Context: an optimization exercise on an open-source flow, tuned for small area and a short achievable clock period. The choices shown serve that exercise and are no tape-out recipe.
Function was checked by simulation only, so behaviour that the tests miss may differ from the original.
The clock port is modelled as an ideal driver; clocking choices that lean on that would not hold on a real chip.
Power is estimated from default activity; no workload was simulated.

==> inputs of job 5627 <==
## vedic_mult_reg
module vedic_mult_reg(clk, a, b, result);
	input clk;
	input [15:0] a;
	input [15:0] b;
	output reg [31:0] result;
	reg [15:0] a_q;
	reg [15:0] b_q;
	wire [31:0] product;
	vedicmult_16bit mult(
		.a(a_q),
		.b(b_q),
		.result(product));
	always @(posedge clk) begin
		a_q <= a;
		b_q <= b;
		result <= product;
	end
endmodule
export LEC_CHECK = 0
export ABC_CLOCK_PERIOD_IN_PS = 100000
export CAP_MARGIN = 20
export CORE_MARGIN = 2
export CORE_UTILIZATION = 60
export SLEW_MARGIN = 20
export SYNTH_HIERARCHICAL = 1
create_clock -name core_clock -period 9.0 [get_ports {clk}]
standard.sh (not shown) runs the stock make flow with config.mk's settings and CLKGATE_MAP_FILE= SYNTH_SCRIPT=/design/flow/synth_recipe.tcl, a recipe that flattens the netlist after the stock synthesis.
==> flow/flow/run.sh <==
#!/bin/bash
# Own layout flow: the standard synthesis and ORFS layout (standard.sh),
# with these changes:
#  - before floorplanning, gates that synthesis mapped to a larger drive
#    strength are set back to the smallest one (downsize.tcl); timing repair
#    later upsizes whatever needs it;
#  - the ports are buffered with small buffers (PORT_BUF) instead of the
#    delay cells buffer_ports picks by default;
#  - the global-route stage's timing repair aims at the same setup slack
#    (TARGET) as the skew.
# Each make run's output goes to its own log here; ORFS keeps one log per step
# under orfs/logs.
set -euo pipefail
F=$(cd "$(dirname "$0")" && pwd)
PORT_BUF=${PORT_BUF:-sky130_fd_sc_hd__buf_2}
export SKEW_TARGET=${TARGET:-5.0}
COMMON=("BUFFER_PORTS_ARGS=-buffer_cell $PORT_BUF" PRE_FLOORPLAN_TCL=$F/downsize.tcl POST_CTS_TCL=$F/skew.tcl)
bash standard.sh synth > synth.log 2>&1
bash standard.sh "${COMMON[@]}" cts > place_cts.log 2>&1
bash standard.sh "${COMMON[@]}" SETUP_SLACK_MARGIN=$SKEW_TARGET finish > route.log 2>&1
==> flow/flow/downsize.tcl <==
# Set combinational gates that synthesis mapped to drive strength 2 or 4 back
# to strength 1 when the library has it: the hierarchical synthesis maps each
# small module alone and upsizes for an assumed load.
set n 0
foreach inst [[ord::get_db_block] getInsts] {
  set m [[$inst getMaster] getName]
  if { [regexp {^(sky130_fd_sc_hd__(a21oi|o21ai|a22oi|nand2|nor2|xor2|xnor2|and2|or2|inv|a21o|o21a|nand3|nor3))_[24]$} $m -> base] } {
    set lc [get_lib_cells -quiet ${base}_1]
    if { $lc != {} } {
      replace_cell [get_cells [$inst getName]] $lc
      incr n
    }
  }
}
puts "downsize: $n gates set to drive strength 1"
==> flow/flow/skew.tcl <==

# delay classes: cells of the chain (leaf side first) and nominal delay in ns
set skew_classes {
  {{} 0.0}
  {{sky130_fd_sc_hd__clkdlybuf4s50_1} 0.62}
  {{sky130_fd_sc_hd__clkdlybuf4s50_1 sky130_fd_sc_hd__clkdlybuf4s25_1} 0.90}
  {{sky130_fd_sc_hd__clkdlybuf4s50_1 sky130_fd_sc_hd__clkdlybuf4s50_1} 1.15}
  {{sky130_fd_sc_hd__clkdlybuf4s50_1 sky130_fd_sc_hd__clkdlybuf4s50_1 sky130_fd_sc_hd__clkdlybuf4s25_1} 1.42}
}
set skew_last sky130_fd_sc_hd__clkbuf_4
set skew_hold_allow 0.5

estimate_parasitics -placement
set regs {}
for {set i 0} {$i < 32} {incr i} {
  set d [get_pins "result\\\[$i\\\]\$_DFF_P_/D"]
  set s [get_property $d slack_max]
  set h [get_property $d slack_min]
  set o [get_property [get_ports "result\[$i\]"] slack_max]
  lappend regs [list $i $s $o $h]
  puts [format "skew: result\[%d\] setup %.3f output %.3f hold %.3f" $i $s $o $h]
}

# SKEW_TARGET: the setup slack the layout aims at (the later timing repair
# aims at the same).  Each register gets the smallest delay class that brings
# its input path to the target while its output path keeps the target;
# failing that, the largest class its output path allows (timing repair then
# speeds up its input path).  Delays are also capped by the hold slack.
set target $::env(SKEW_TARGET)
set best {}
foreach r $regs {
  lassign $r i s o h
  set pick 0
  set c 0
  foreach cl $skew_classes {
    set d [lindex $cl 1]
    if { $o - $d < $target || $h - $d < -$skew_hold_allow } { break }
    set pick $c
    if { $s + $d >= $target } { break }
    incr c
  }
  lappend best [list $i $pick]
}
puts [format "skew: target slack %.2f" $target]

set groups [dict create]
foreach a $best {
  lassign $a i c
  if { $c == 0 } { continue }
  set pin [get_pins "result\\\[$i\\\]\$_DFF_P_/CLK"]
  set net [get_full_name [get_nets -of_objects $pin]]
  dict lappend groups [list $net $c] $pin
}
set dbu [[ord::get_db_block] getDbUnitsPerMicron]
set k 0
dict for {key pins} $groups {
  lassign $key net c
  set xs 0; set ys 0; set n 0
  foreach p $pins {
    set loc [[[sta::sta_to_db_pin $p] getInst] getLocation]
    set xs [expr {$xs + [lindex $loc 0]}]
    set ys [expr {$ys + [lindex $loc 1]}]
    incr n
  }
  set loc [list [expr {$xs / $n / double($dbu)}] [expr {$ys / $n / double($dbu)}]]
  set last [insert_buffer -buffer_cell $skew_last -net $net -load_pins $pins \
    -buffer_name skew_clkbuf_$k -location $loc]
  set j 0
  foreach cell [lreverse [lindex $skew_classes $c 0]] {
    set last [insert_buffer -buffer_cell $cell -net $net \
      -load_pins [get_pins [get_full_name $last]/A] \
      -buffer_name skew_dly_${k}_$j -location $loc]
    incr j
  }
  puts "skew: net $net class $c: [llength $pins] registers"
  incr k
}
detailed_placement
check_placement -verbose
estimate_parasitics -placement
report_worst_slack -max
report_worst_slack -min
==> job 1304 (differences from job 5627) <==
==> flow/run.sh (new file) <==
#!/bin/bash
# synth_recipe.tcl (not shown) runs the flow's synth.tcl, then flattens the netlist and writes it again
# the make line also repeats each setting of config.mk as NAME=value (left out here)
make -C /OpenROAD-flow-scripts/flow DESIGN_CONFIG=/design/flow/config.mk WORK_HOME=/design/flow/orfs CLKGATE_MAP_FILE= SYNTH_SCRIPT=/design/flow/synth_recipe.tcl finish
--- a/flow/config.mk
+++ b/flow/config.mk
@@ -9,5 +9,5 @@
 export CAP_MARGIN = 20
 export CORE_MARGIN = 2
-export CORE_UTILIZATION = 60
+export CORE_UTILIZATION = 40
 export SLEW_MARGIN = 20
 export SYNTH_HIERARCHICAL = 1
removed: flow/flow/run.sh
removed: flow/flow/downsize.tcl
removed: flow/flow/skew.tcl
removed: flow/standard.sh
==> notes.md <==
| metric | job 5627 | job 1304 |
|---|---|---|
| First-pass GRT wire length | 31100 um | 31900 um |
| WP data required | 7.20 ns | 9.28 ns |
| Post-route design area | 0.00892 mm2 | 0.00899 mm2 |
| CP Depth | 1 | 16 |
| Seq pwr share | 12.5% | 12.9% |
| Standard cell area after detailed placement | 0.00812 mm2 | 0.00871 mm2 |
| Peak supply drop | 0.342 mV | 0.331 mV |
| Vertical die dimension | 116 um | 143 um |
| CP max-delay cell | sky130_fd_sc_hd__dfxtp_2 | sky130_fd_sc_hd__dfxtp_1 |
| GP Congestion | 0.842 | 0.826 |
| DR iter-0 viols | 260 | 334 |
| Critical path peak fanout | 1 | 16 |
| Terminus of the critical flop-to-flop path | result[21] | result[23] |
| CORE AREA | 0.0125 mm2 | 0.0188 mm2 |
| M3 GR Usage | 5.60% | 4.12% |
| DRT met1 WL | 6920 um | 8060 um |
| Number of cells on the worst hold path | 5 | 1 |
| Setup slack on the worst flop-to-flop path | 5.17 ns | 3.53 ns |
| Final cell utilization of the core | 71.5% | 47.8% |
| Launch instance of the worst register-to-register path | a_q[0] | b_q[14] |
| Status | finished clean | finished clean |
| Clock-pin transition on the worst setup and hold timing paths | 0.09 ns | 0.07 ns |

[afterwards: timing with drivers on the ports]
How much do the figures lean on ideal ports? The routed layouts below were timed once more, with nothing changed but the port constraints. Step 1: set_driving_cell puts a clkbuf_16 on clk and a buf_2 on each other input, an assumption about the parent block. Step 2, shift: input delay + t, output delay - t, t = (earliest + latest rising clock arrival at the registers) / 2. This alone moves slack from input paths to output paths. Slacks: no drivers / after step 1 / after step 2; pairs: no drivers / after step 1.
run | shift t [ns] | slack for setup (ns) | latest minus earliest clock arrival (ns) | worst register clock-pin slew, ns | worst slew at a driven data input, ns
job 5627 | 1.060 | 5.076 / 5.036 / 5.166 | 1.355 / 1.356 | 0.09 / 0.09 | 0.04
job 1304 | 0.386 | 3.532 / 3.532 / 3.532 | 0.010 / 0.010 | 0.07 / 0.07 | 0.04
Clock arrivals are far apart in job 5627, so t is only a midpoint there and step 2 fits no single register.
